Background: an optimization exercise with open tools, aiming at small area, a short achievable clock period and few clock cycles. Do not read the settings as production practice.
Function was checked by simulation only, so behaviour that the tests miss may differ from the original.

[design/flow/design.v]
module cmul (
	input             clk,
	input      [15:0] x,
	input      [5:0]  idx,
	output reg [15:0] rs,
	output reg [15:0] rc,
	output reg [15:0] is,
	output reg [15:0] ic
);
	reg  [7:0] xr, xi;
	reg  [3:0] wr_neg, wr_one, wr_two, wi_neg, wi_one, wi_two, wn_neg;
	reg  [3:0] wq_neg, wq_one, wq_two;
	wire [3:0] wn_one = wi_one;
	wire [3:0] wn_two = wi_two;
	wire [7:0] kr_k, ki_k;
	genvar gk;
	generate
		for (gk = 0; gk < 4; gk = gk + 1) begin : g_k
			assign kr_k[2*gk]   = wr_neg[gk] ^ wn_neg[gk];
			assign kr_k[2*gk+1] = wr_neg[gk] & wn_neg[gk];
			assign ki_k[2*gk]   = ~wq_neg[gk] ^ wi_neg[gk];
			assign ki_k[2*gk+1] = ~wq_neg[gk] & wi_neg[gk];
		end
	endgenerate
	reg  [27:0] rom;
	always @(*)
		case (idx)
			6'd0: rom = 28'b0001000110000000000000000000;    
			6'd1: rom = 28'b0001000110000011001000010000;    
			6'd2: rom = 28'b0001000010010100011000000010;    
			6'd3: rom = 28'b0001000010010110011100000001;    
			6'd4: rom = 28'b0010001110000101000101100010;    
			6'd5: rom = 28'b0011001110000100000101000001;    
			6'd6: rom = 28'b0011001010011011101101000100;    
			6'd7: rom = 28'b0010000010101000111100000111;    
			6'd8: rom = 28'b0100011110001001110100000100;    
			6'd9: rom = 28'b0101011110001011111000010100;    
			6'd10: rom = 28'b0100010010001000101000000010;    
			6'd11: rom = 28'b0110011110001001100100000000;    
			6'd12: rom = 28'b0111011010011010100100100001;    
			6'd13: rom = 28'b0101000011111100111000000010;    
			6'd14: rom = 28'b0101001011011101110100000000;    
			6'd15: rom = 28'b0001100001011111111100000000;    
			6'd16: rom = 28'b0011101001011101100001110010;    
			6'd17: rom = 28'b0000111100001101101001010010;    
			6'd18: rom = 28'b0000110100001001000011010100;    
			6'd19: rom = 28'b0010111000001011001011010100;    
			6'd20: rom = 28'b0001100100101001010010110110;    
			6'd21: rom = 28'b0000100100001001011110000110;    
			6'd22: rom = 28'b0010101000001000010010000100;    
			6'd23: rom = 28'b0101110000111010011110000101;    
			6'd24: rom = 28'b0100110100001011011110000100;    
			6'd25: rom = 28'b0111111100001010010010100100;    
			6'd26: rom = 28'b0100101101001001000010110010;    
			6'd27: rom = 28'b0001000101001000001110000011;    
			6'd28: rom = 28'b0010000101101001001110000010;    
			6'd29: rom = 28'b0001011100001001001010010010;    
			6'd30: rom = 28'b0010011000001001001010010010;    
			6'd31: rom = 28'b0001000000111000000110000001;    
			6'd32: rom = 28'b0000000000001000000110000001;    
			6'd33: rom = 28'b0011001000011000000110000001;    
			6'd34: rom = 28'b0100011000001001001010010010;    
			6'd35: rom = 28'b0110011100001001001010010010;    
			6'd36: rom = 28'b0101000101101001001110000010;    
			6'd37: rom = 28'b0100000101001000001110000011;    
			6'd38: rom = 28'b1011101101001001000010110010;    
			6'd39: rom = 28'b1000111100001010010010100100;    
			6'd40: rom = 28'b1001110100001011011110000100;    
			6'd41: rom = 28'b1011111000011010011110000101;    
			6'd42: rom = 28'b1000101000001000010010000100;    
			6'd43: rom = 28'b1001100100001001011110000110;    
			6'd44: rom = 28'b1010100100101001010010110110;    
			6'd45: rom = 28'b1100111000001011001011010100;    
			6'd46: rom = 28'b1101110100001001000011010100;    
			6'd47: rom = 28'b1111111100001101101001010010;    
			6'd48: rom = 28'b1101100001111101100001110010;    
			6'd49: rom = 28'b1101101001011111111100000000;    
			6'd50: rom = 28'b1001000011011101110100000000;    
			6'd51: rom = 28'b1011001011011100111000000010;    
			6'd52: rom = 28'b1001010010111010100100100001;    
			6'd53: rom = 28'b1001011110001001100100000000;    
			6'd54: rom = 28'b1000010010001000101000000010;    
			6'd55: rom = 28'b1010011110001011111000010100;    
			6'd56: rom = 28'b1011011110001001110100000100;    
			6'd57: rom = 28'b1010010010101000111100000111;    
			6'd58: rom = 28'b1001000010111011101101000100;    
			6'd59: rom = 28'b1000001110000100000101000001;    
			6'd60: rom = 28'b1001001110000101000101100010;    
			6'd61: rom = 28'b1001001010010110011100000001;    
			6'd62: rom = 28'b1001001010010100011000000010;    
			6'd63: rom = 28'b1000000110000011001000010000;    
			default: rom = 28'd0;
		endcase
	always @(posedge clk) begin
		xr <= x[15:8];
		xi <= x[7:0];
		{wr_neg, wr_one, wr_two, wi_neg, wi_one, wi_two, wn_neg} <= rom;
		{wq_neg, wq_one, wq_two} <= ~rom[27:16];
	end
	wire t1 = ((wr_one[0] & xr[0]) ^ wr_neg[0]);
	wire t2 = (((wr_one[0] & xr[1]) | (wr_two[0] & xr[0])) ^ wr_neg[0]);
	wire t3 = (((wr_one[0] & xr[2]) | (wr_two[0] & xr[1])) ^ wr_neg[0]);
	wire t4 = (((wr_one[0] & xr[3]) | (wr_two[0] & xr[2])) ^ wr_neg[0]);
	wire t5 = (((wr_one[0] & xr[4]) | (wr_two[0] & xr[3])) ^ wr_neg[0]);
	wire t6 = (((wr_one[0] & xr[5]) | (wr_two[0] & xr[4])) ^ wr_neg[0]);
	wire t7 = (((wr_one[0] & xr[6]) | (wr_two[0] & xr[5])) ^ wr_neg[0]);
	wire t8 = (((wr_one[0] & xr[7]) | (wr_two[0] & xr[6])) ^ wr_neg[0]);
	wire t9 = ~(((wr_one[0] & xr[7]) | (wr_two[0] & xr[7])) ^ wr_neg[0]);
	wire t10 = ((wr_one[1] & xr[0]) ^ wr_neg[1]);
	wire t11 = (((wr_one[1] & xr[1]) | (wr_two[1] & xr[0])) ^ wr_neg[1]);
	wire t12 = (((wr_one[1] & xr[2]) | (wr_two[1] & xr[1])) ^ wr_neg[1]);
	wire t13 = (((wr_one[1] & xr[3]) | (wr_two[1] & xr[2])) ^ wr_neg[1]);
	wire t14 = (((wr_one[1] & xr[4]) | (wr_two[1] & xr[3])) ^ wr_neg[1]);
	wire t15 = (((wr_one[1] & xr[5]) | (wr_two[1] & xr[4])) ^ wr_neg[1]);
	wire t16 = (((wr_one[1] & xr[6]) | (wr_two[1] & xr[5])) ^ wr_neg[1]);
	wire t17 = (((wr_one[1] & xr[7]) | (wr_two[1] & xr[6])) ^ wr_neg[1]);
	wire t18 = ~(((wr_one[1] & xr[7]) | (wr_two[1] & xr[7])) ^ wr_neg[1]);
	wire t19 = ((wr_one[2] & xr[0]) ^ wr_neg[2]);
	wire t20 = (((wr_one[2] & xr[1]) | (wr_two[2] & xr[0])) ^ wr_neg[2]);
	wire t21 = (((wr_one[2] & xr[2]) | (wr_two[2] & xr[1])) ^ wr_neg[2]);
	wire t22 = (((wr_one[2] & xr[3]) | (wr_two[2] & xr[2])) ^ wr_neg[2]);
	wire t23 = (((wr_one[2] & xr[4]) | (wr_two[2] & xr[3])) ^ wr_neg[2]);
	wire t24 = (((wr_one[2] & xr[5]) | (wr_two[2] & xr[4])) ^ wr_neg[2]);
	wire t25 = (((wr_one[2] & xr[6]) | (wr_two[2] & xr[5])) ^ wr_neg[2]);
	wire t26 = (((wr_one[2] & xr[7]) | (wr_two[2] & xr[6])) ^ wr_neg[2]);
	wire t27 = ~(((wr_one[2] & xr[7]) | (wr_two[2] & xr[7])) ^ wr_neg[2]);
	wire t28 = ((wr_one[3] & xr[0]) ^ wr_neg[3]);
	wire t29 = (((wr_one[3] & xr[1]) | (wr_two[3] & xr[0])) ^ wr_neg[3]);
	wire t30 = (((wr_one[3] & xr[2]) | (wr_two[3] & xr[1])) ^ wr_neg[3]);
	wire t31 = (((wr_one[3] & xr[3]) | (wr_two[3] & xr[2])) ^ wr_neg[3]);
	wire t32 = (((wr_one[3] & xr[4]) | (wr_two[3] & xr[3])) ^ wr_neg[3]);
	wire t33 = (((wr_one[3] & xr[5]) | (wr_two[3] & xr[4])) ^ wr_neg[3]);
	wire t34 = (((wr_one[3] & xr[6]) | (wr_two[3] & xr[5])) ^ wr_neg[3]);
	wire t35 = (((wr_one[3] & xr[7]) | (wr_two[3] & xr[6])) ^ wr_neg[3]);
	wire t36 = ~(((wr_one[3] & xr[7]) | (wr_two[3] & xr[7])) ^ wr_neg[3]);
	wire t37 = ((wn_one[0] & xi[0]) ^ wn_neg[0]);
	wire t38 = (((wn_one[0] & xi[1]) | (wn_two[0] & xi[0])) ^ wn_neg[0]);
	wire t39 = (((wn_one[0] & xi[2]) | (wn_two[0] & xi[1])) ^ wn_neg[0]);
	wire t40 = (((wn_one[0] & xi[3]) | (wn_two[0] & xi[2])) ^ wn_neg[0]);
	wire t41 = (((wn_one[0] & xi[4]) | (wn_two[0] & xi[3])) ^ wn_neg[0]);
	wire t42 = (((wn_one[0] & xi[5]) | (wn_two[0] & xi[4])) ^ wn_neg[0]);
	wire t43 = (((wn_one[0] & xi[6]) | (wn_two[0] & xi[5])) ^ wn_neg[0]);
	wire t44 = (((wn_one[0] & xi[7]) | (wn_two[0] & xi[6])) ^ wn_neg[0]);
	wire t45 = ~(((wn_one[0] & xi[7]) | (wn_two[0] & xi[7])) ^ wn_neg[0]);
	wire t46 = ((wn_one[1] & xi[0]) ^ wn_neg[1]);
	wire t47 = (((wn_one[1] & xi[1]) | (wn_two[1] & xi[0])) ^ wn_neg[1]);
	wire t48 = (((wn_one[1] & xi[2]) | (wn_two[1] & xi[1])) ^ wn_neg[1]);
	wire t49 = (((wn_one[1] & xi[3]) | (wn_two[1] & xi[2])) ^ wn_neg[1]);
	wire t50 = (((wn_one[1] & xi[4]) | (wn_two[1] & xi[3])) ^ wn_neg[1]);
	wire t51 = (((wn_one[1] & xi[5]) | (wn_two[1] & xi[4])) ^ wn_neg[1]);
	wire t52 = (((wn_one[1] & xi[6]) | (wn_two[1] & xi[5])) ^ wn_neg[1]);
	wire t53 = (((wn_one[1] & xi[7]) | (wn_two[1] & xi[6])) ^ wn_neg[1]);
	wire t54 = ~(((wn_one[1] & xi[7]) | (wn_two[1] & xi[7])) ^ wn_neg[1]);
	wire t55 = ((wn_one[2] & xi[0]) ^ wn_neg[2]);
	wire t56 = (((wn_one[2] & xi[1]) | (wn_two[2] & xi[0])) ^ wn_neg[2]);
	wire t57 = (((wn_one[2] & xi[2]) | (wn_two[2] & xi[1])) ^ wn_neg[2]);
	wire t58 = (((wn_one[2] & xi[3]) | (wn_two[2] & xi[2])) ^ wn_neg[2]);
	wire t59 = (((wn_one[2] & xi[4]) | (wn_two[2] & xi[3])) ^ wn_neg[2]);
	wire t60 = (((wn_one[2] & xi[5]) | (wn_two[2] & xi[4])) ^ wn_neg[2]);
	wire t61 = (((wn_one[2] & xi[6]) | (wn_two[2] & xi[5])) ^ wn_neg[2]);
	wire t62 = (((wn_one[2] & xi[7]) | (wn_two[2] & xi[6])) ^ wn_neg[2]);
	wire t63 = ~(((wn_one[2] & xi[7]) | (wn_two[2] & xi[7])) ^ wn_neg[2]);
	wire t64 = ((wn_one[3] & xi[0]) ^ wn_neg[3]);
	wire t65 = (((wn_one[3] & xi[1]) | (wn_two[3] & xi[0])) ^ wn_neg[3]);
	wire t66 = (((wn_one[3] & xi[2]) | (wn_two[3] & xi[1])) ^ wn_neg[3]);
	wire t67 = (((wn_one[3] & xi[3]) | (wn_two[3] & xi[2])) ^ wn_neg[3]);
	wire t68 = (((wn_one[3] & xi[4]) | (wn_two[3] & xi[3])) ^ wn_neg[3]);
	wire t69 = (((wn_one[3] & xi[5]) | (wn_two[3] & xi[4])) ^ wn_neg[3]);
	wire t70 = (((wn_one[3] & xi[6]) | (wn_two[3] & xi[5])) ^ wn_neg[3]);
	wire t71 = (((wn_one[3] & xi[7]) | (wn_two[3] & xi[6])) ^ wn_neg[3]);
	wire t72 = ~(((wn_one[3] & xi[7]) | (wn_two[3] & xi[7])) ^ wn_neg[3]);
	wire t73 = t5 ^ t12;
	wire t74 = t5 & t12;
	wire t75 = t6 ^ t13 ^ t20;
	wire t76 = (t6 & t13) | (t6 & t20) | (t13 & t20);
	wire t77 = t7 ^ t14 ^ t21;
	wire t78 = (t7 & t14) | (t7 & t21) | (t14 & t21);
	wire t79 = t28 ^ t43 ^ t50;
	wire t80 = (t28 & t43) | (t28 & t50) | (t43 & t50);
	wire t81 = t8 ^ t15 ^ t22;
	wire t82 = (t8 & t15) | (t8 & t22) | (t15 & t22);
	wire t83 = t29 ^ t44 ^ t51;
	wire t84 = (t29 & t44) | (t29 & t51) | (t44 & t51);
	wire t85 = t58 ^ t65;
	wire t86 = t58 & t65;
	wire t87 = t9 ^ t16 ^ t23;
	wire t88 = (t9 & t16) | (t9 & t23) | (t16 & t23);
	wire t89 = t30 ^ t45 ^ t52;
	wire t90 = (t30 & t45) | (t30 & t52) | (t45 & t52);
	wire t91 = t59 ^ t66;
	wire t92 = t59 & t66;
	wire t93 = t17 ^ t24 ^ t31;
	wire t94 = (t17 & t24) | (t17 & t31) | (t24 & t31);
	wire t95 = t53 ^ t60 ^ t67;
	wire t96 = (t53 & t60) | (t53 & t67) | (t60 & t67);
	wire t97 = t18 ^ t25 ^ t32;
	wire t98 = (t18 & t25) | (t18 & t32) | (t25 & t32);
	wire t99 = t54 ^ t61;
	wire t100 = t54 & t61;
	wire t101 = t3 ^ t10;
	wire t102 = t3 & t10;
	wire t103 = t4 ^ t11 ^ t40;
	wire t104 = (t4 & t11) | (t4 & t40) | (t11 & t40);
	wire t105 = t73 ^ t19 ^ t41;
	wire t106 = (t73 & t19) | (t73 & t41) | (t19 & t41);
	wire t107 = t48 ^ t55;
	wire t108 = t48 & t55;
	wire t109 = t75 ^ t42 ^ t49;
	wire t110 = (t75 & t42) | (t75 & t49) | (t42 & t49);
	wire t111 = t56 ^ kr_k[5] ^ t74;
	wire t112 = (t56 & kr_k[5]) | (t56 & t74) | (kr_k[5] & t74);
	wire t113 = t77 ^ t79 ^ t57;
	wire t114 = (t77 & t79) | (t77 & t57) | (t79 & t57);
	wire t115 = t64 ^ kr_k[6] ^ t76;
	wire t116 = (t64 & kr_k[6]) | (t64 & t76) | (kr_k[6] & t76);
	wire t117 = t81 ^ t83 ^ t85;
	wire t118 = (t81 & t83) | (t81 & t85) | (t83 & t85);
	wire t119 = kr_k[7] ^ t78 ^ t80;
	wire t120 = (kr_k[7] & t78) | (kr_k[7] & t80) | (t78 & t80);
	wire t121 = t87 ^ t89 ^ t91;
	wire t122 = (t87 & t89) | (t87 & t91) | (t89 & t91);
	wire t123 = t82 ^ t84 ^ t86;
	wire t124 = (t82 & t84) | (t82 & t86) | (t84 & t86);
	wire t125 = t93 ^ t95 ^ 1'b1;
	wire t126 = (t93 & t95) | (t93 & 1'b1) | (t95 & 1'b1);
	wire t127 = t88 ^ t90 ^ t92;
	wire t128 = (t88 & t90) | (t88 & t92) | (t90 & t92);
	wire t129 = t97 ^ t99 ^ t68;
	wire t130 = (t97 & t99) | (t97 & t68) | (t99 & t68);
	wire t131 = 1'b1 ^ t94 ^ t96;
	wire t132 = (1'b1 & t94) | (1'b1 & t96) | (t94 & t96);
	wire t133 = t26 ^ t33 ^ t62;
	wire t134 = (t26 & t33) | (t26 & t62) | (t33 & t62);
	wire t135 = t69 ^ t98 ^ t100;
	wire t136 = (t69 & t98) | (t69 & t100) | (t98 & t100);
	wire t137 = t27 ^ t34 ^ t63;
	wire t138 = (t27 & t34) | (t27 & t63) | (t34 & t63);
	wire t139 = t70 ^ 1'b1;
	wire t140 = t70 & 1'b1;
	wire t141 = t101 ^ t39;
	wire t142 = t101 & t39;
	wire t143 = t103 ^ t47 ^ kr_k[3];
	wire t144 = (t103 & t47) | (t103 & kr_k[3]) | (t47 & kr_k[3]);
	wire t145 = t105 ^ t107 ^ kr_k[4];
	wire t146 = (t105 & t107) | (t105 & kr_k[4]) | (t107 & kr_k[4]);
	wire t147 = t109 ^ t111 ^ t106;
	wire t148 = (t109 & t111) | (t109 & t106) | (t111 & t106);
	wire t149 = t113 ^ t115 ^ t110;
	wire t150 = (t113 & t115) | (t113 & t110) | (t115 & t110);
	wire t151 = t117 ^ t119 ^ t114;
	wire t152 = (t117 & t119) | (t117 & t114) | (t119 & t114);
	wire t153 = t121 ^ t123 ^ t118;
	wire t154 = (t121 & t123) | (t121 & t118) | (t123 & t118);
	wire t155 = t125 ^ t127 ^ t122;
	wire t156 = (t125 & t127) | (t125 & t122) | (t127 & t122);
	wire t157 = t129 ^ t131 ^ t126;
	wire t158 = (t129 & t131) | (t129 & t126) | (t131 & t126);
	wire t159 = t133 ^ t135 ^ t130;
	wire t160 = (t133 & t135) | (t133 & t130) | (t135 & t130);
	wire t161 = t137 ^ t139 ^ t134;
	wire t162 = (t137 & t139) | (t137 & t134) | (t139 & t134);
	wire t163 = t35 ^ t71 ^ t138;
	wire t164 = (t35 & t71) | (t35 & t138) | (t71 & t138);
	wire t165 = t36 ^ t72;
	wire t166 = t36 & t72;
	wire t167 = t1 ^ t37;
	wire t168 = t1 & t37;
	wire t169 = t2 ^ t38 ^ kr_k[1];
	wire t170 = (t2 & t38) | (t2 & kr_k[1]) | (t38 & kr_k[1]);
	wire t171 = t141 ^ t46 ^ kr_k[2];
	wire t172 = (t141 & t46) | (t141 & kr_k[2]) | (t46 & kr_k[2]);
	wire t173 = t143 ^ t102 ^ t142;
	wire t174 = (t143 & t102) | (t143 & t142) | (t102 & t142);
	wire t175 = t145 ^ t104 ^ t144;
	wire t176 = (t145 & t104) | (t145 & t144) | (t104 & t144);
	wire t177 = t147 ^ t108 ^ t146;
	wire t178 = (t147 & t108) | (t147 & t146) | (t108 & t146);
	wire t179 = t149 ^ t112 ^ t148;
	wire t180 = (t149 & t112) | (t149 & t148) | (t112 & t148);
	wire t181 = t151 ^ t116 ^ t150;
	wire t182 = (t151 & t116) | (t151 & t150) | (t116 & t150);
	wire t183 = t153 ^ t120 ^ t152;
	wire t184 = (t153 & t120) | (t153 & t152) | (t120 & t152);
	wire t185 = t155 ^ t124 ^ t154;
	wire t186 = (t155 & t124) | (t155 & t154) | (t124 & t154);
	wire t187 = t157 ^ t128 ^ t156;
	wire t188 = (t157 & t128) | (t157 & t156) | (t128 & t156);
	wire t189 = t159 ^ t132 ^ t158;
	wire t190 = (t159 & t132) | (t159 & t158) | (t132 & t158);
	wire t191 = t161 ^ t136 ^ t160;
	wire t192 = (t161 & t136) | (t161 & t160) | (t136 & t160);
	wire t193 = t163 ^ t140 ^ t162;
	wire t194 = (t163 & t140) | (t163 & t162) | (t140 & t162);
	wire t195 = t165 ^ 1'b1 ^ t164;
	wire t196 = (t165 & 1'b1) | (t165 & t164) | (1'b1 & t164);
	wire t197 = ((~wq_one[0] & xi[0]) ^ ~wq_neg[0]);
	wire t198 = (((~wq_one[0] & xi[1]) | (~wq_two[0] & xi[0])) ^ ~wq_neg[0]);
	wire t199 = (((~wq_one[0] & xi[2]) | (~wq_two[0] & xi[1])) ^ ~wq_neg[0]);
	wire t200 = (((~wq_one[0] & xi[3]) | (~wq_two[0] & xi[2])) ^ ~wq_neg[0]);
	wire t201 = (((~wq_one[0] & xi[4]) | (~wq_two[0] & xi[3])) ^ ~wq_neg[0]);
	wire t202 = (((~wq_one[0] & xi[5]) | (~wq_two[0] & xi[4])) ^ ~wq_neg[0]);
	wire t203 = (((~wq_one[0] & xi[6]) | (~wq_two[0] & xi[5])) ^ ~wq_neg[0]);
	wire t204 = (((~wq_one[0] & xi[7]) | (~wq_two[0] & xi[6])) ^ ~wq_neg[0]);
	wire t205 = ~(((~wq_one[0] & xi[7]) | (~wq_two[0] & xi[7])) ^ ~wq_neg[0]);
	wire t206 = ((~wq_one[1] & xi[0]) ^ ~wq_neg[1]);
	wire t207 = (((~wq_one[1] & xi[1]) | (~wq_two[1] & xi[0])) ^ ~wq_neg[1]);
	wire t208 = (((~wq_one[1] & xi[2]) | (~wq_two[1] & xi[1])) ^ ~wq_neg[1]);
	wire t209 = (((~wq_one[1] & xi[3]) | (~wq_two[1] & xi[2])) ^ ~wq_neg[1]);
	wire t210 = (((~wq_one[1] & xi[4]) | (~wq_two[1] & xi[3])) ^ ~wq_neg[1]);
	wire t211 = (((~wq_one[1] & xi[5]) | (~wq_two[1] & xi[4])) ^ ~wq_neg[1]);
	wire t212 = (((~wq_one[1] & xi[6]) | (~wq_two[1] & xi[5])) ^ ~wq_neg[1]);
	wire t213 = (((~wq_one[1] & xi[7]) | (~wq_two[1] & xi[6])) ^ ~wq_neg[1]);
	wire t214 = ~(((~wq_one[1] & xi[7]) | (~wq_two[1] & xi[7])) ^ ~wq_neg[1]);
	wire t215 = ((~wq_one[2] & xi[0]) ^ ~wq_neg[2]);
	wire t216 = (((~wq_one[2] & xi[1]) | (~wq_two[2] & xi[0])) ^ ~wq_neg[2]);
	wire t217 = (((~wq_one[2] & xi[2]) | (~wq_two[2] & xi[1])) ^ ~wq_neg[2]);
	wire t218 = (((~wq_one[2] & xi[3]) | (~wq_two[2] & xi[2])) ^ ~wq_neg[2]);
	wire t219 = (((~wq_one[2] & xi[4]) | (~wq_two[2] & xi[3])) ^ ~wq_neg[2]);
	wire t220 = (((~wq_one[2] & xi[5]) | (~wq_two[2] & xi[4])) ^ ~wq_neg[2]);
	wire t221 = (((~wq_one[2] & xi[6]) | (~wq_two[2] & xi[5])) ^ ~wq_neg[2]);
	wire t222 = (((~wq_one[2] & xi[7]) | (~wq_two[2] & xi[6])) ^ ~wq_neg[2]);
	wire t223 = ~(((~wq_one[2] & xi[7]) | (~wq_two[2] & xi[7])) ^ ~wq_neg[2]);
	wire t224 = ((~wq_one[3] & xi[0]) ^ ~wq_neg[3]);
	wire t225 = (((~wq_one[3] & xi[1]) | (~wq_two[3] & xi[0])) ^ ~wq_neg[3]);
	wire t226 = (((~wq_one[3] & xi[2]) | (~wq_two[3] & xi[1])) ^ ~wq_neg[3]);
	wire t227 = (((~wq_one[3] & xi[3]) | (~wq_two[3] & xi[2])) ^ ~wq_neg[3]);
	wire t228 = (((~wq_one[3] & xi[4]) | (~wq_two[3] & xi[3])) ^ ~wq_neg[3]);
	wire t229 = (((~wq_one[3] & xi[5]) | (~wq_two[3] & xi[4])) ^ ~wq_neg[3]);
	wire t230 = (((~wq_one[3] & xi[6]) | (~wq_two[3] & xi[5])) ^ ~wq_neg[3]);
	wire t231 = (((~wq_one[3] & xi[7]) | (~wq_two[3] & xi[6])) ^ ~wq_neg[3]);
	wire t232 = ~(((~wq_one[3] & xi[7]) | (~wq_two[3] & xi[7])) ^ ~wq_neg[3]);
	wire t233 = ((wi_one[0] & xr[0]) ^ wi_neg[0]);
	wire t234 = (((wi_one[0] & xr[1]) | (wi_two[0] & xr[0])) ^ wi_neg[0]);
	wire t235 = (((wi_one[0] & xr[2]) | (wi_two[0] & xr[1])) ^ wi_neg[0]);
	wire t236 = (((wi_one[0] & xr[3]) | (wi_two[0] & xr[2])) ^ wi_neg[0]);
	wire t237 = (((wi_one[0] & xr[4]) | (wi_two[0] & xr[3])) ^ wi_neg[0]);
	wire t238 = (((wi_one[0] & xr[5]) | (wi_two[0] & xr[4])) ^ wi_neg[0]);
	wire t239 = (((wi_one[0] & xr[6]) | (wi_two[0] & xr[5])) ^ wi_neg[0]);
	wire t240 = (((wi_one[0] & xr[7]) | (wi_two[0] & xr[6])) ^ wi_neg[0]);
	wire t241 = ~(((wi_one[0] & xr[7]) | (wi_two[0] & xr[7])) ^ wi_neg[0]);
	wire t242 = ((wi_one[1] & xr[0]) ^ wi_neg[1]);
	wire t243 = (((wi_one[1] & xr[1]) | (wi_two[1] & xr[0])) ^ wi_neg[1]);
	wire t244 = (((wi_one[1] & xr[2]) | (wi_two[1] & xr[1])) ^ wi_neg[1]);
	wire t245 = (((wi_one[1] & xr[3]) | (wi_two[1] & xr[2])) ^ wi_neg[1]);
	wire t246 = (((wi_one[1] & xr[4]) | (wi_two[1] & xr[3])) ^ wi_neg[1]);
	wire t247 = (((wi_one[1] & xr[5]) | (wi_two[1] & xr[4])) ^ wi_neg[1]);
	wire t248 = (((wi_one[1] & xr[6]) | (wi_two[1] & xr[5])) ^ wi_neg[1]);
	wire t249 = (((wi_one[1] & xr[7]) | (wi_two[1] & xr[6])) ^ wi_neg[1]);
	wire t250 = ~(((wi_one[1] & xr[7]) | (wi_two[1] & xr[7])) ^ wi_neg[1]);
	wire t251 = ((wi_one[2] & xr[0]) ^ wi_neg[2]);
	wire t252 = (((wi_one[2] & xr[1]) | (wi_two[2] & xr[0])) ^ wi_neg[2]);
	wire t253 = (((wi_one[2] & xr[2]) | (wi_two[2] & xr[1])) ^ wi_neg[2]);
	wire t254 = (((wi_one[2] & xr[3]) | (wi_two[2] & xr[2])) ^ wi_neg[2]);
	wire t255 = (((wi_one[2] & xr[4]) | (wi_two[2] & xr[3])) ^ wi_neg[2]);
	wire t256 = (((wi_one[2] & xr[5]) | (wi_two[2] & xr[4])) ^ wi_neg[2]);
	wire t257 = (((wi_one[2] & xr[6]) | (wi_two[2] & xr[5])) ^ wi_neg[2]);
	wire t258 = (((wi_one[2] & xr[7]) | (wi_two[2] & xr[6])) ^ wi_neg[2]);
	wire t259 = ~(((wi_one[2] & xr[7]) | (wi_two[2] & xr[7])) ^ wi_neg[2]);
	wire t260 = ((wi_one[3] & xr[0]) ^ wi_neg[3]);
	wire t261 = (((wi_one[3] & xr[1]) | (wi_two[3] & xr[0])) ^ wi_neg[3]);
	wire t262 = (((wi_one[3] & xr[2]) | (wi_two[3] & xr[1])) ^ wi_neg[3]);
	wire t263 = (((wi_one[3] & xr[3]) | (wi_two[3] & xr[2])) ^ wi_neg[3]);
	wire t264 = (((wi_one[3] & xr[4]) | (wi_two[3] & xr[3])) ^ wi_neg[3]);
	wire t265 = (((wi_one[3] & xr[5]) | (wi_two[3] & xr[4])) ^ wi_neg[3]);
	wire t266 = (((wi_one[3] & xr[6]) | (wi_two[3] & xr[5])) ^ wi_neg[3]);
	wire t267 = (((wi_one[3] & xr[7]) | (wi_two[3] & xr[6])) ^ wi_neg[3]);
	wire t268 = ~(((wi_one[3] & xr[7]) | (wi_two[3] & xr[7])) ^ wi_neg[3]);
	wire t269 = t201 ^ t208;
	wire t270 = t201 & t208;
	wire t271 = t202 ^ t209 ^ t216;
	wire t272 = (t202 & t209) | (t202 & t216) | (t209 & t216);
	wire t273 = t203 ^ t210 ^ t217;
	wire t274 = (t203 & t210) | (t203 & t217) | (t210 & t217);
	wire t275 = t224 ^ t239 ^ t246;
	wire t276 = (t224 & t239) | (t224 & t246) | (t239 & t246);
	wire t277 = t204 ^ t211 ^ t218;
	wire t278 = (t204 & t211) | (t204 & t218) | (t211 & t218);
	wire t279 = t225 ^ t240 ^ t247;
	wire t280 = (t225 & t240) | (t225 & t247) | (t240 & t247);
	wire t281 = t254 ^ t261;
	wire t282 = t254 & t261;
	wire t283 = t205 ^ t212 ^ t219;
	wire t284 = (t205 & t212) | (t205 & t219) | (t212 & t219);
	wire t285 = t226 ^ t241 ^ t248;
	wire t286 = (t226 & t241) | (t226 & t248) | (t241 & t248);
	wire t287 = t255 ^ t262;
	wire t288 = t255 & t262;
	wire t289 = t213 ^ t220 ^ t227;
	wire t290 = (t213 & t220) | (t213 & t227) | (t220 & t227);
	wire t291 = t249 ^ t256 ^ t263;
	wire t292 = (t249 & t256) | (t249 & t263) | (t256 & t263);
	wire t293 = t214 ^ t221 ^ t228;
	wire t294 = (t214 & t221) | (t214 & t228) | (t221 & t228);
	wire t295 = t250 ^ t257;
	wire t296 = t250 & t257;
	wire t297 = t199 ^ t206;
	wire t298 = t199 & t206;
	wire t299 = t200 ^ t207 ^ t236;
	wire t300 = (t200 & t207) | (t200 & t236) | (t207 & t236);
	wire t301 = t269 ^ t215 ^ t237;
	wire t302 = (t269 & t215) | (t269 & t237) | (t215 & t237);
	wire t303 = t244 ^ t251;
	wire t304 = t244 & t251;
	wire t305 = t271 ^ t238 ^ t245;
	wire t306 = (t271 & t238) | (t271 & t245) | (t238 & t245);
	wire t307 = t252 ^ ki_k[5] ^ t270;
	wire t308 = (t252 & ki_k[5]) | (t252 & t270) | (ki_k[5] & t270);
	wire t309 = t273 ^ t275 ^ t253;
	wire t310 = (t273 & t275) | (t273 & t253) | (t275 & t253);
	wire t311 = t260 ^ ki_k[6] ^ t272;
	wire t312 = (t260 & ki_k[6]) | (t260 & t272) | (ki_k[6] & t272);
	wire t313 = t277 ^ t279 ^ t281;
	wire t314 = (t277 & t279) | (t277 & t281) | (t279 & t281);
	wire t315 = ki_k[7] ^ t274 ^ t276;
	wire t316 = (ki_k[7] & t274) | (ki_k[7] & t276) | (t274 & t276);
	wire t317 = t283 ^ t285 ^ t287;
	wire t318 = (t283 & t285) | (t283 & t287) | (t285 & t287);
	wire t319 = t278 ^ t280 ^ t282;
	wire t320 = (t278 & t280) | (t278 & t282) | (t280 & t282);
	wire t321 = t289 ^ t291 ^ 1'b1;
	wire t322 = (t289 & t291) | (t289 & 1'b1) | (t291 & 1'b1);
	wire t323 = t284 ^ t286 ^ t288;
	wire t324 = (t284 & t286) | (t284 & t288) | (t286 & t288);
	wire t325 = t293 ^ t295 ^ t264;
	wire t326 = (t293 & t295) | (t293 & t264) | (t295 & t264);
	wire t327 = 1'b1 ^ t290 ^ t292;
	wire t328 = (1'b1 & t290) | (1'b1 & t292) | (t290 & t292);
	wire t329 = t222 ^ t229 ^ t258;
	wire t330 = (t222 & t229) | (t222 & t258) | (t229 & t258);
	wire t331 = t265 ^ t294 ^ t296;
	wire t332 = (t265 & t294) | (t265 & t296) | (t294 & t296);
	wire t333 = t223 ^ t230 ^ t259;
	wire t334 = (t223 & t230) | (t223 & t259) | (t230 & t259);
	wire t335 = t266 ^ 1'b1;
	wire t336 = t266 & 1'b1;
	wire t337 = t297 ^ t235;
	wire t338 = t297 & t235;
	wire t339 = t299 ^ t243 ^ ki_k[3];
	wire t340 = (t299 & t243) | (t299 & ki_k[3]) | (t243 & ki_k[3]);
	wire t341 = t301 ^ t303 ^ ki_k[4];
	wire t342 = (t301 & t303) | (t301 & ki_k[4]) | (t303 & ki_k[4]);
	wire t343 = t305 ^ t307 ^ t302;
	wire t344 = (t305 & t307) | (t305 & t302) | (t307 & t302);
	wire t345 = t309 ^ t311 ^ t306;
	wire t346 = (t309 & t311) | (t309 & t306) | (t311 & t306);
	wire t347 = t313 ^ t315 ^ t310;
	wire t348 = (t313 & t315) | (t313 & t310) | (t315 & t310);
	wire t349 = t317 ^ t319 ^ t314;
	wire t350 = (t317 & t319) | (t317 & t314) | (t319 & t314);
	wire t351 = t321 ^ t323 ^ t318;
	wire t352 = (t321 & t323) | (t321 & t318) | (t323 & t318);
	wire t353 = t325 ^ t327 ^ t322;
	wire t354 = (t325 & t327) | (t325 & t322) | (t327 & t322);
	wire t355 = t329 ^ t331 ^ t326;
	wire t356 = (t329 & t331) | (t329 & t326) | (t331 & t326);
	wire t357 = t333 ^ t335 ^ t330;
	wire t358 = (t333 & t335) | (t333 & t330) | (t335 & t330);
	wire t359 = t231 ^ t267 ^ t334;
	wire t360 = (t231 & t267) | (t231 & t334) | (t267 & t334);
	wire t361 = t232 ^ t268;
	wire t362 = t232 & t268;
	wire t363 = t197 ^ t233;
	wire t364 = t197 & t233;
	wire t365 = t198 ^ t234 ^ ki_k[1];
	wire t366 = (t198 & t234) | (t198 & ki_k[1]) | (t234 & ki_k[1]);
	wire t367 = t337 ^ t242 ^ ki_k[2];
	wire t368 = (t337 & t242) | (t337 & ki_k[2]) | (t242 & ki_k[2]);
	wire t369 = t339 ^ t298 ^ t338;
	wire t370 = (t339 & t298) | (t339 & t338) | (t298 & t338);
	wire t371 = t341 ^ t300 ^ t340;
	wire t372 = (t341 & t300) | (t341 & t340) | (t300 & t340);
	wire t373 = t343 ^ t304 ^ t342;
	wire t374 = (t343 & t304) | (t343 & t342) | (t304 & t342);
	wire t375 = t345 ^ t308 ^ t344;
	wire t376 = (t345 & t308) | (t345 & t344) | (t308 & t344);
	wire t377 = t347 ^ t312 ^ t346;
	wire t378 = (t347 & t312) | (t347 & t346) | (t312 & t346);
	wire t379 = t349 ^ t316 ^ t348;
	wire t380 = (t349 & t316) | (t349 & t348) | (t316 & t348);
	wire t381 = t351 ^ t320 ^ t350;
	wire t382 = (t351 & t320) | (t351 & t350) | (t320 & t350);
	wire t383 = t353 ^ t324 ^ t352;
	wire t384 = (t353 & t324) | (t353 & t352) | (t324 & t352);
	wire t385 = t355 ^ t328 ^ t354;
	wire t386 = (t355 & t328) | (t355 & t354) | (t328 & t354);
	wire t387 = t357 ^ t332 ^ t356;
	wire t388 = (t357 & t332) | (t357 & t356) | (t332 & t356);
	wire t389 = t359 ^ t336 ^ t358;
	wire t390 = (t359 & t336) | (t359 & t358) | (t336 & t358);
	wire t391 = t361 ^ 1'b1 ^ t360;
	wire t392 = (t361 & 1'b1) | (t361 & t360) | (1'b1 & t360);
	always @(posedge clk) begin
		rs <= {t166, t195, t193, t191, t189, t187, t185, t183, t181, t179, t177, t175, t173, t171, t169, t167};
		rc <= {t196, t194, t192, t190, t188, t186, t184, t182, t180, t178, t176, t174, t172, t170, t168, kr_k[0]};
		is <= {t362, t391, t389, t387, t385, t383, t381, t379, t377, t375, t373, t371, t369, t367, t365, t363};
		ic <= {t392, t390, t388, t386, t384, t382, t380, t378, t376, t374, t372, t370, t368, t366, t364, ki_k[0]};
	end
endmodule
module butterfly_ra2 #(parameter S = 3) (
	input             clk,
	input             inj,
	input             osel,
	input      [15:0] rs,
	input      [15:0] rc,
	input      [15:0] is,
	input      [15:0] ic,
	input      [15:0] xin,
	output     [15:0] xout
);
	localparam D = 1 << S;
	localparam L = D + 3;
	reg  [16*L-1:0] sr;                  
	reg  [8:0]      r9, i9;
	wire [15:0] rel = rs + rc;
	wire [15:0] img = is + ic;
	wire [15:0] x1 = sr[16*L-1 -: 16];
	wire [8:0]  p = {x1[15], x1[15:8]} + r9;
	wire [8:0]  u = {x1[15], x1[15:8]} - r9;
	wire [8:0]  q = {x1[7], x1[7:0]} + i9;
	wire [8:0]  v = {x1[7], x1[7:0]} - i9;
	integer k;
	always @(posedge clk) begin
		r9 <= rel[15:7];
		i9 <= img[15:7];
		sr[15:0] <= xin;
		for (k = 1; k < L; k = k + 1)
			sr[16*k +: 16] <= (k == 3 && inj) ? {u[8:1], v[8:1]} : sr[16*(k-1) +: 16];
	end
	assign xout = osel ? x1 : {p[8:1], q[8:1]};
endmodule
module bf_s0 (
	input             clk,
	input             inj,
	input             osel,
	input      [7:0]  xin,
	input      [8:0]  r9,
	output     [7:0]  xout
);
	reg  [7:0] r0, r1;           
	reg  [7:0] ar, br;           
	wire [8:0] p = {r0[7], r0} + r9;
	wire [8:0] u = {r0[7], r0} - r9;
	always @(posedge clk) begin
		r0 <= xin;
		r1 <= inj ? br : r0;
		ar <= p[8:1];
		br <= u[8:1];
	end
	assign xout = osel ? r1 : ar;
endmodule
module bf_s1 (
	input             clk,
	input             lo,
	input             inj,
	input             osel,
	input      [7:0]  xin,
	output     [15:0] xout
);
	function automatic [8:0] mul127(input [7:0] x);
		begin
			if (x == 8'h80)
				mul127 = 9'h181;                     
			else if (!x[7] && x != 8'd0)
				mul127 = {1'b0, x} - 9'd1;           
			else
				mul127 = {x[7], x};                  
		end
	endfunction
	function automatic [8:0] mul127n(input [7:0] x);
		begin
			if (x[7])
				mul127n = 9'd0 - {x[7], x} - 9'd1;   
			else
				mul127n = 9'd0 - {1'b0, x};          
		end
	endfunction
	reg  [7:0]  r0, r1;
	reg  [15:0] r2, r3;
	reg  [8:0]  r9r, i9r;
	reg  [15:0] ar, br;
	wire [7:0] x1 = r2[15:8];    
	wire [8:0] p = {x1[7], x1} + r9r;
	wire [8:0] u = {x1[7], x1} - r9r;
	wire [8:0] v = 9'd0 - i9r;
	always @(posedge clk) begin
		r0 <= xin;
		r1 <= r0;
		r2 <= inj ? br : {r1, 8'd0};
		r3 <= r2;
		r9r <= lo ? 9'd0 : mul127(xin);
		i9r <= lo ? mul127n(xin) : 9'd0;
		ar <= {p[8:1], i9r[8:1]};
		br <= {u[8:1], v[8:1]};
	end
	assign xout = osel ? r3 : ar;
endmodule
module cmul2 (
	input             clk,
	input      [15:0] x,
	input      [1:0]  lo,
	output reg [15:0] rs,
	output reg [15:0] rc,
	output reg [15:0] is,
	output reg [15:0] ic
);
	reg  [9:0] ra, ib;           
	reg        k90, ineg;        
	wire [9:0] xr10 = {{2{x[15]}}, x[15:8]};
	wire [9:0] xi10 = {{2{x[7]}}, x[7:0]};
	wire [9:0] s = xr10 + xi10;
	wire [9:0] d = xi10 - xr10;
	reg  [9:0] ra_n, ib_n;
	always @(*)
		case (lo)
			2'd0: begin ra_n = xr10; ib_n = xi10; end
			2'd1: begin ra_n = s;    ib_n = d;    end
			2'd2: begin ra_n = xi10; ib_n = xr10; end
			default: begin ra_n = d; ib_n = s;    end
		endcase
	wire [9:0]  ia = (ib ^ {10{ineg}}) + {9'd0, ineg};
	wire [15:0] ar = {{6{ra[9]}}, ra};
	wire [15:0] ai = {{6{ia[9]}}, ia};
	wire [15:0] r1 = k90 ? ar << 6 : ar << 7;
	wire [15:0] r2 = k90 ? ar << 4 : ~ar;
	wire [15:0] r3 = k90 ? ar << 3 : 16'd0;
	wire [15:0] r4 = k90 ? ar << 1 : 16'd0;
	wire [15:0] i1 = k90 ? ai << 6 : ai << 7;
	wire [15:0] i2 = k90 ? ai << 4 : ~ai;
	wire [15:0] i3 = k90 ? ai << 3 : 16'd0;
	wire [15:0] i4 = k90 ? ai << 1 : 16'd0;
	wire [15:0] rs1 = r1 ^ r2 ^ r3;
	wire [15:0] rc1 = {((r1 & r2) | (r1 & r3) | (r2 & r3)), ~k90};
	wire [15:0] is1 = i1 ^ i2 ^ i3;
	wire [15:0] ic1 = {((i1 & i2) | (i1 & i3) | (i2 & i3)), ~k90};
	always @(posedge clk) begin
		ra <= ra_n;
		ib <= ib_n;
		k90 <= lo[0];
		ineg <= lo[1];
		rs <= rs1 ^ rc1 ^ r4;
		rc <= {((rs1 & rc1) | (rs1 & r4) | (rc1 & r4)), 1'b0};
		is <= is1 ^ ic1 ^ i4;
		ic <= {((is1 & ic1) | (is1 & i4) | (ic1 & i4)), 1'b0};
	end
endmodule
module ram128 (
	input             clk,
	input             modeA,
	input             modeB,
	input             modeC,
	input             bypA,
	input             bypB,
	input             bypC,
	input      [7:0]  din,           
	output     [7:0]  dout,          
	input             inj,
	input             osel,
	input      [15:0] rs,            
	input      [15:0] rc,
	input      [15:0] is,
	input      [15:0] ic,
	input      [15:0] xin,
	output     [15:0] xout
);
	localparam D = 64;
	localparam L = D + 3;
	reg  [8*L-1:0] re;               
	reg  [8*L-1:0] im;
	wire [7:0] a_last = re[8*62 +: 8];
	wire [7:0] b_last = im[8*39 +: 8];
	wire [7:0] c_last = im[8*51 +: 8];
	wire [7:0] s_a = bypA ? din : a_last;
	wire [7:0] s_b = bypB ? s_a : b_last;
	assign dout = bypC ? s_b : c_last;
	reg  [8:0]  r9, i9;
	wire [15:0] rel = rs + rc;
	wire [15:0] img = is + ic;
	wire [7:0] x1r = re[8*L-1 -: 8];
	wire [7:0] x1i = im[8*L-1 -: 8];
	wire [8:0] p = {x1r[7], x1r} + r9;
	wire [8:0] u = {x1r[7], x1r} - r9;
	wire [8:0] q = {x1i[7], x1i} + i9;
	wire [8:0] v = {x1i[7], x1i} - i9;
	integer k;
	always @(posedge clk) begin
		re[7:0] <= modeA ? (bypA ? a_last : din) : xin[15:8];
		im[7:0] <= xin[7:0];
		for (k = 1; k < L; k = k + 1) begin
			if (k == 3 && inj) begin
				re[8*k +: 8] <= u[8:1];
				im[8*k +: 8] <= v[8:1];
			end else begin
				re[8*k +: 8] <= re[8*(k-1) +: 8];
				if (k == 10 && modeB)
					im[8*k +: 8] <= bypB ? b_last : s_a;
				else if (k == 40 && modeC)
					im[8*k +: 8] <= bypC ? c_last : s_b;
				else
					im[8*k +: 8] <= im[8*(k-1) +: 8];
			end
		end
	end
	always @(posedge clk) begin
		r9 <= rel[15:7];
		i9 <= img[15:7];
	end
	assign xout = osel ? {x1r, x1i} : {p[8:1], q[8:1]};
endmodule
module wnp (
	input      [5:0]  address,
	output reg [15:0] q
);
	always @(*)
		case (address)
      6'd0: q = 16'h7f00;
      6'd1: q = 16'h7ffa;
      6'd2: q = 16'h7ef4;
      6'd3: q = 16'h7eed;
      6'd4: q = 16'h7de7;
      6'd5: q = 16'h7be1;
      6'd6: q = 16'h7adb;
      6'd7: q = 16'h78d5;
      6'd8: q = 16'h75cf;
      6'd9: q = 16'h73ca;
      6'd10: q = 16'h70c4;
      6'd11: q = 16'h6dbf;
      6'd12: q = 16'h6ab9;
      6'd13: q = 16'h66b4;
      6'd14: q = 16'h62af;
      6'd15: q = 16'h5eab;
      6'd16: q = 16'h5aa6;
      6'd17: q = 16'h55a2;
      6'd18: q = 16'h519e;
      6'd19: q = 16'h4c9a;
      6'd20: q = 16'h4796;
      6'd21: q = 16'h4193;
      6'd22: q = 16'h3c90;
      6'd23: q = 16'h368d;
      6'd24: q = 16'h318b;
      6'd25: q = 16'h2b88;
      6'd26: q = 16'h2586;
      6'd27: q = 16'h1f85;
      6'd28: q = 16'h1983;
      6'd29: q = 16'h1382;
      6'd30: q = 16'h0c82;
      6'd31: q = 16'h0681;
      6'd32: q = 16'h0081;
      6'd33: q = 16'hfa81;
      6'd34: q = 16'hf482;
      6'd35: q = 16'hed82;
      6'd36: q = 16'he783;
      6'd37: q = 16'he185;
      6'd38: q = 16'hdb86;
      6'd39: q = 16'hd588;
      6'd40: q = 16'hcf8b;
      6'd41: q = 16'hca8d;
      6'd42: q = 16'hc490;
      6'd43: q = 16'hbf93;
      6'd44: q = 16'hb996;
      6'd45: q = 16'hb49a;
      6'd46: q = 16'haf9e;
      6'd47: q = 16'haba2;
      6'd48: q = 16'ha6a6;
      6'd49: q = 16'ha2ab;
      6'd50: q = 16'h9eaf;
      6'd51: q = 16'h9ab4;
      6'd52: q = 16'h96b9;
      6'd53: q = 16'h93bf;
      6'd54: q = 16'h90c4;
      6'd55: q = 16'h8dca;
      6'd56: q = 16'h8bcf;
      6'd57: q = 16'h88d5;
      6'd58: q = 16'h86db;
      6'd59: q = 16'h85e1;
      6'd60: q = 16'h83e7;
      6'd61: q = 16'h82ed;
      6'd62: q = 16'h82f4;
      6'd63: q = 16'h81fa;
			default: q = 16'h0000;
		endcase
endmodule
module fft(
	rst_n,
	clk,
	data1,
	fft_go,
	fft_done,
	fft_res
);
	input rst_n;
	input clk;
	input signed [7:0] data1;
	input fft_go;
	output reg fft_done;
	output reg [15:0] fft_res;
	localparam [8:0] OUT0 = 9'd256;              
	localparam [8:0] LAST = OUT0 + 9'd127;       
	reg        run;
	reg  [8:0] cnt;
	always @(posedge clk or negedge rst_n)
		if (!rst_n) begin
			run <= 1'b0;
			cnt <= 9'd0;
		end else if (fft_go) begin
			run <= 1'b1;
			cnt <= 9'd1;
		end else if (run) begin
			cnt <= cnt + 9'd1;
			if (cnt == LAST)
				run <= 1'b0;
		end
	always @(posedge clk or negedge rst_n)
		if (!rst_n)
			fft_done <= 1'b0;
		else
			fft_done <= run & ~fft_go & (cnt >= OUT0 - 9'd1) & (cnt <= LAST - 9'd1);
	reg  bypA, bypB, bypC, modeA, modeB, modeC;
	reg  inj0, osel0, lo1, inj1, osel1, inj2, osel2;
	reg  [1:0] lo2;
	reg  inj3, osel3, inj4, osel4, inj5, osel5, inj6, osel6, sel6;
	reg  [5:0] tw3, tw4, tw5, tw6;
	wire [6:0] c7 = cnt[6:0];
	wire [6:0] pA = c7 - 7'd3;       
	wire [6:0] pB = c7 - 7'd66;
	wire [6:0] pC = c7 - 7'd96;
	wire [6:0] j0 = c7 - 7'd110, q0 = c7 - 7'd111;      
	wire [6:0] p1 = c7 - 7'd111, j1 = c7 - 7'd113, q1 = c7 - 7'd115;
	wire [6:0] p2 = c7 - 7'd115, j2 = c7 - 7'd118, q2 = c7 - 7'd122;
	wire [6:0] p3 = c7 - 7'd122, j3 = c7 - 7'd125, q3 = c7 - 7'd133;
	wire [6:0] p4 = c7 - 7'd133, j4 = c7 - 7'd136, q4 = c7 - 7'd152;
	wire [6:0] p5 = c7 - 7'd152, j5 = c7 - 7'd155, q5 = c7 - 7'd187;
	wire [6:0] p6 = c7 - 7'd187, j6 = c7 - 7'd190, q6 = c7 - 7'd254;
	always @(posedge clk) begin
		bypA <= pA[6] & ~pA[0];
		bypB <= pB[5] & ~pB[1];
		bypC <= pC[4] & ~pC[2];
		modeA <= cnt <= 9'd130;
		modeB <= cnt <= 9'd193;
		modeC <= cnt <= 9'd223;
		inj0 <= j0[0];  osel0 <= q0[0];
		lo1 <= p1[0];   inj1 <= j1[1];  osel1 <= q1[1];
		lo2 <= p2[1:0]; inj2 <= j2[2];  osel2 <= q2[2];
		tw3 <= {p3[2:0], 3'd0}; inj3 <= j3[3]; osel3 <= q3[3];
		tw4 <= {p4[3:0], 2'd0}; inj4 <= j4[4]; osel4 <= q4[4];
		tw5 <= {p5[4:0], 1'd0}; inj5 <= j5[5]; osel5 <= q5[5];
		tw6 <= p6[5:0];
		inj6 <= j6[6] & (cnt >= 9'd251);
		osel6 <= q6[6];
		sel6 <= cnt >= 9'd250;
	end
	function automatic [8:0] mul127(input [7:0] x);
		begin
			if (x == 8'h80)
				mul127 = 9'h181;                     
			else if (!x[7] && x != 8'd0)
				mul127 = {1'b0, x} - 9'd1;           
			else
				mul127 = {x[7], x};                  
		end
	endfunction
	reg  [7:0] din;
	reg  [7:0] sc;
	reg  [8:0] sc9;                  
	wire [7:0] sc_n;
	always @(posedge clk) begin
		din <= data1;
		sc <= sc_n;
		sc9 <= mul127(sc_n);
	end
	wire [7:0]  s_0;
	wire [15:0] s_1, s_2, s_3, s_4, s_5, s_6;
	wire [15:0] rsa, rca, isa, ica, rsb, rcb, isb, icb, rsc, rcc, isc, icc;
	wire [15:0] rs2, rc2, is2, ic2;
	bf_s0 st0(.clk(clk), .inj(inj0), .osel(osel0), .xin(sc), .r9(sc9), .xout(s_0));
	bf_s1 st1(.clk(clk), .lo(lo1), .inj(inj1), .osel(osel1), .xin(s_0), .xout(s_1));
	cmul2 mul2(.clk(clk), .x(s_1), .lo(lo2), .rs(rs2), .rc(rc2), .is(is2), .ic(ic2));
	butterfly_ra2 #(.S(2)) st2(.clk(clk), .inj(inj2), .osel(osel2), .rs(rs2), .rc(rc2), .is(is2), .ic(ic2), .xin(s_1), .xout(s_2));
	cmul mula(.clk(clk), .x(sel6 ? s_5 : s_2), .idx(sel6 ? tw6 : tw3), .rs(rsa), .rc(rca), .is(isa), .ic(ica));
	cmul mulb(.clk(clk), .x(s_3), .idx(tw4), .rs(rsb), .rc(rcb), .is(isb), .ic(icb));
	cmul mulc(.clk(clk), .x(s_4), .idx(tw5), .rs(rsc), .rc(rcc), .is(isc), .ic(icc));
	butterfly_ra2 #(.S(3)) st3(.clk(clk), .inj(inj3), .osel(osel3), .rs(rsa), .rc(rca), .is(isa), .ic(ica), .xin(s_2), .xout(s_3));
	butterfly_ra2 #(.S(4)) st4(.clk(clk), .inj(inj4), .osel(osel4), .rs(rsb), .rc(rcb), .is(isb), .ic(icb), .xin(s_3), .xout(s_4));
	butterfly_ra2 #(.S(5)) st5(.clk(clk), .inj(inj5), .osel(osel5), .rs(rsc), .rc(rcc), .is(isc), .ic(icc), .xin(s_4), .xout(s_5));
	ram128 st6(.clk(clk), .modeA(modeA), .modeB(modeB), .modeC(modeC),
		.bypA(bypA), .bypB(bypB), .bypC(bypC), .din(din), .dout(sc_n),
		.inj(inj6), .osel(osel6), .rs(rsa), .rc(rca), .is(isa), .ic(ica), .xin(s_5), .xout(s_6));
	always @(posedge clk)
		fft_res <= s_6;
endmodule
[design/flow/run.sh]
#!/bin/bash
# synth_recipe.tcl (not shown) runs the flow's synth.tcl, then flattens the netlist and writes it again
# the make line also repeats each setting of config.mk as NAME=value (left out here)
make -C /OpenROAD-flow-scripts/flow DESIGN_CONFIG=/design/flow/config.mk WORK_HOME=/design/flow/orfs CLKGATE_MAP_FILE= SYNTH_SCRIPT=/design/flow/synth_recipe.tcl finish
[design/flow/config.mk]
export PLATFORM = sky130hd
export DESIGN_NAME = fft
export DESIGN_NICKNAME = fft
export VERILOG_FILES = /design/flow/design.v
export SDC_FILE = /design/flow/constraint.sdc
export NUM_CORES = 4
export LEC_CHECK = 0
export CAP_MARGIN = 20
export CORE_MARGIN = 2
export CORE_UTILIZATION = 40
export CTS_CLUSTER_DIAMETER = 60
export CTS_CLUSTER_SIZE = 30
export SETUP_SLACK_MARGIN = 5.0
export SLEW_MARGIN = 20
[design/flow/constraint.sdc]
create_clock -name core_clock -period 8.0 [get_ports {clk}]
set_input_delay 1.6000 -clock core_clock [delete_from_list [all_inputs] [get_ports {clk}]]
set_output_delay 1.6000 -clock core_clock [all_outputs]
set_load 0.01 [all_outputs]
==> summary.txt <==
==> cell families after synthesis <==
logic type / after synthesis / synth area share (%)
flip-flops: 2958 / 61.6
adder cells (fa/ha/maj): 793 / 13.0
other: 2 / 0.00780
XOR/XNOR: 677 / 6.17
AO/OA/AOI/OAI: 1214 / 8.23
AND/OR/NAND/NOR: 937 / 4.69
multiplexers: 193 / 2.31
buffers and inverters: 1023 / 4.03
==> layer usage <==
layer	vias up	track usage [%]	routed length (um)
met1	25600	21.6	92000
li1	25600	-	-
met2	1070	26.6	94100
met5	-	0	0
met3	349	2.27	7930
met4	0	5.05	5470
==> cell type report <==
type	instances	area [um^2]	area share (%)
sequential	2958	59800	54.3
multi-input combinational	3819	34700	31.5
clock buffer	185	4450	4.05
tap	3185	3990	3.62
inverter	667	2700	2.45
timing repair buffer	286	2410	2.19
clock inverter	112	2030	1.84
antenna	7	17.5	0.0159
timing repair inverter	1	5.00	0.00455
==> placed cells by master, fill, tap and decap left out, types with 64 or more instances in the layout <==
cell type	instances
dfxtp_1	2767
inv_1	596
xnor2_1	439
ha_1	439
fa_1	317
nand2_1	299
a21oi_1	284
nor2_1	250
buf_4	212
o21ai_0	206
xor2_1	175
clkbuf_16	174
a22oi_1	149
mux2_2	118
dfxtp_4	116
a21o_1	75
a22oi_2	74
o21bai_1	65
dfxtp_2	64
==> through the flow <==
stage	instance area (um^2)	hold WS [ns]	utilization, %	std cells	setup WS, ns
after detailed placement	99500	0.312	41.5	10700	4.02
final	110000	0.265	45.9	11200	4.89
after global routing	110000	0.274	45.9	11200	4.78
after CTS	108000	0.269	44.9	11100	4.88
after global placement	99500	0.310	41.5	10700	4.01
after floorplan	96800	0.310	-	7800	4.96
==> state kept, by name (all words and copies together), names as in the netlist, 25 cells and up <==
name,cells
mulc.rom,27
st6.im,536
mulb.rom,25
st5.sr,560
st4.sr,304
st6.re,536
st2.sr,112
st3.sr,176
==> worst max path at each step <==
stage / startpoint / endpoint / slack (ns) / cells past startpoint
global route: mul2.ib[4]$_DFF_P_ / mul2.is[9]$_DFF_P_ / 4.78 / 11
CTS: mul2.ib[4]$_DFF_P_ / mul2.is[9]$_DFF_P_ / 4.88 / 11
finish: mul2.ib[3]$_DFF_P_ / mul2.is[9]$_DFF_P_ / 4.89 / 11
detailed placement: cnt[0]$_DFFE_PN0P_ / mulb.rom[1]$_DFF_P_ / 4.02 / 7
global placement: cnt[0]$_DFFE_PN0P_ / mulb.rom[1]$_DFF_P_ / 4.01 / 7
floorplan: st5.sr[14]$_DFF_P_ / mulc.rs[8]$_DFF_P_ / 4.96 / 10
==> repair_timing <==
| item | 4_1_cts | 5_1_grt |
|---|---|---|
| pin swaps | 61 | 204 |
| setup buffers | 123 | 109 |
| hold endpoints to repair | 0 | 0 |
| gates cloned | 1 | 2 |
| endpoints found under the setup margin | 251 | 143 |
| gates resized for setup | 446 | 323 |
==> flow_summary.toml <==
[status]
status = "complete, no violations"

[sta]
finalCriticalPeriod_ns = 3.11
rsz0062_at_grt = "yes"
max_freq_ghz = 0.321
tns_ns = 0
drv_slew = 0
relSlewSlack_pct = 33.5
worst_slew_pin_slew_ns = 0.987
hold_violations = 0
skew_ns = 0.0708
finalCritPeriodShare_pct = 38.9
setup_viol = 0

[floorplan]
die_w_um = 495
core-area_um2 = 240000
start_util_pct = 40.1
die_y_um = 495
die-area_um2 = 245000
fp-row-count = 180
ios = 28

[worst_setup_path]
slowest_stage = "or4b_4"
rr_startpoint = "mul2.ib[3]$_DFF_P_"
path_buf_inv = 1
max_stage_delay_ns = 0.57
r2r_slack_ns = 4.89
endpoint_kind = "register"
crit_arrival_ns = 3.88
path_cells = "or4b_4 -> mux2i_4 -> nand2_2 -> nor4_2 -> nor3_1 -> a31o_1 -> inv_2 -> ha_4 -> nand2b_4 -> fa_1 -> fa_2"
crit_family = "adder cells"
path_max_fanout = 4
crit_required_ns = 8.77
crit_path_start_kind = "register"
reg2reg_to = "mul2.is[9]$_DFF_P_"
worstSetupPathType = "reg -> reg"
worstRegToRegCells = 11

[yosys]
synth-edff-count = 0
synthArstFlopShare_pct = 0.372
synth_top_area_cell = "dfxtp_1"
synthCells = 7797
synth-seq-cells = 2958
synth_top_area_share_pct = 61.3
synth_most_common_cell = "dfxtp_1"
seq_area_frac_synth_pct = 61.6
synth.area.top_cells = "dfxtp_1, fa_1, ha_1"
netlist_area_um2 = 96300
syn_avg_cell_area_um2 = 12.3
synth.top_cells.by_count = "dfxtp_1, inv_1, xnor2_1, ha_1, fa_1"
yosys.cell_types.count = 99
ys.flop_type = "dfxtp_1"
yosysWarnings = 20

[placed_design]
place.gp.congestion = 0.862
dp_hpwl_um = 139000
io_buffers = 27

[clocking]
root_buffer = "clkbuf_16"
cts_hold_buf = 0
clk_path_buf_depth = 3
path_clk_slew_ns = 0.08
htreeDepth = 4
clock-sinks = 2958
cts-buffers-inserted = 171
clk_latency_ns = 0.86
cts_tree = "done"

[hold_path]
min_path_type = "reg -> reg"
hp-start = "st5.sr[403]$_DFF_P_"
hold_end = "st5.sr[419]$_DFF_P_"
hold_path_depth = 0

[routing]
first_iter_violations = 2938
routedWlPerCell_um = 17.8
ant_nets = 0
drc = 0
via_count = 52500
first_pass_iters = 6
drt_wl_total_um = 200000
via_per_inst = 4.68

[final_layout]
syn_to_final_growth_pct = 14.4
nNetsFinal = 8708
layout-drive-gt1-share_pct = 15.5
fillers = 21500

[grt]
grt-ovfl-total = 0
grt_start_max_net_pins = 57
grt_pass1_vias = 52600
antenna_found_initial = 13
grt_pass1_wl_um = 305000
grt_usage_pct = 16.0

[flow_run]
cap_violations = 0
Testbench counts, summed over its fixed seeds: cycles 18,432.

## separate check: timing with driven ports
The flow's constraints put no driver on any port. The routed layout listed below was extracted and timed again, unchanged, in two steps.
Step 1, drivers: a clkbuf_16 drives clk and a buf_2 each remaining input, both assumed.
Step 2, shift: input delay + t, output delay - t, t = (earliest + latest rising clock arrival at the registers) / 2. This alone moves slack from input paths to output paths.
Slacks: ideal / step 1 / step 2; pairs: ideal / step 1.
t (ns): 0.909
setup slack, ns: 4.889 / 4.889 / 4.889
worst setup path at the end: register to register
worst register clock-pin slew, ns: 0.11 / 0.11
After both steps setup and hold are still met in this run. The setup slack of this run moves by 0.000 ns with the drivers and by 0.000 ns with both steps.
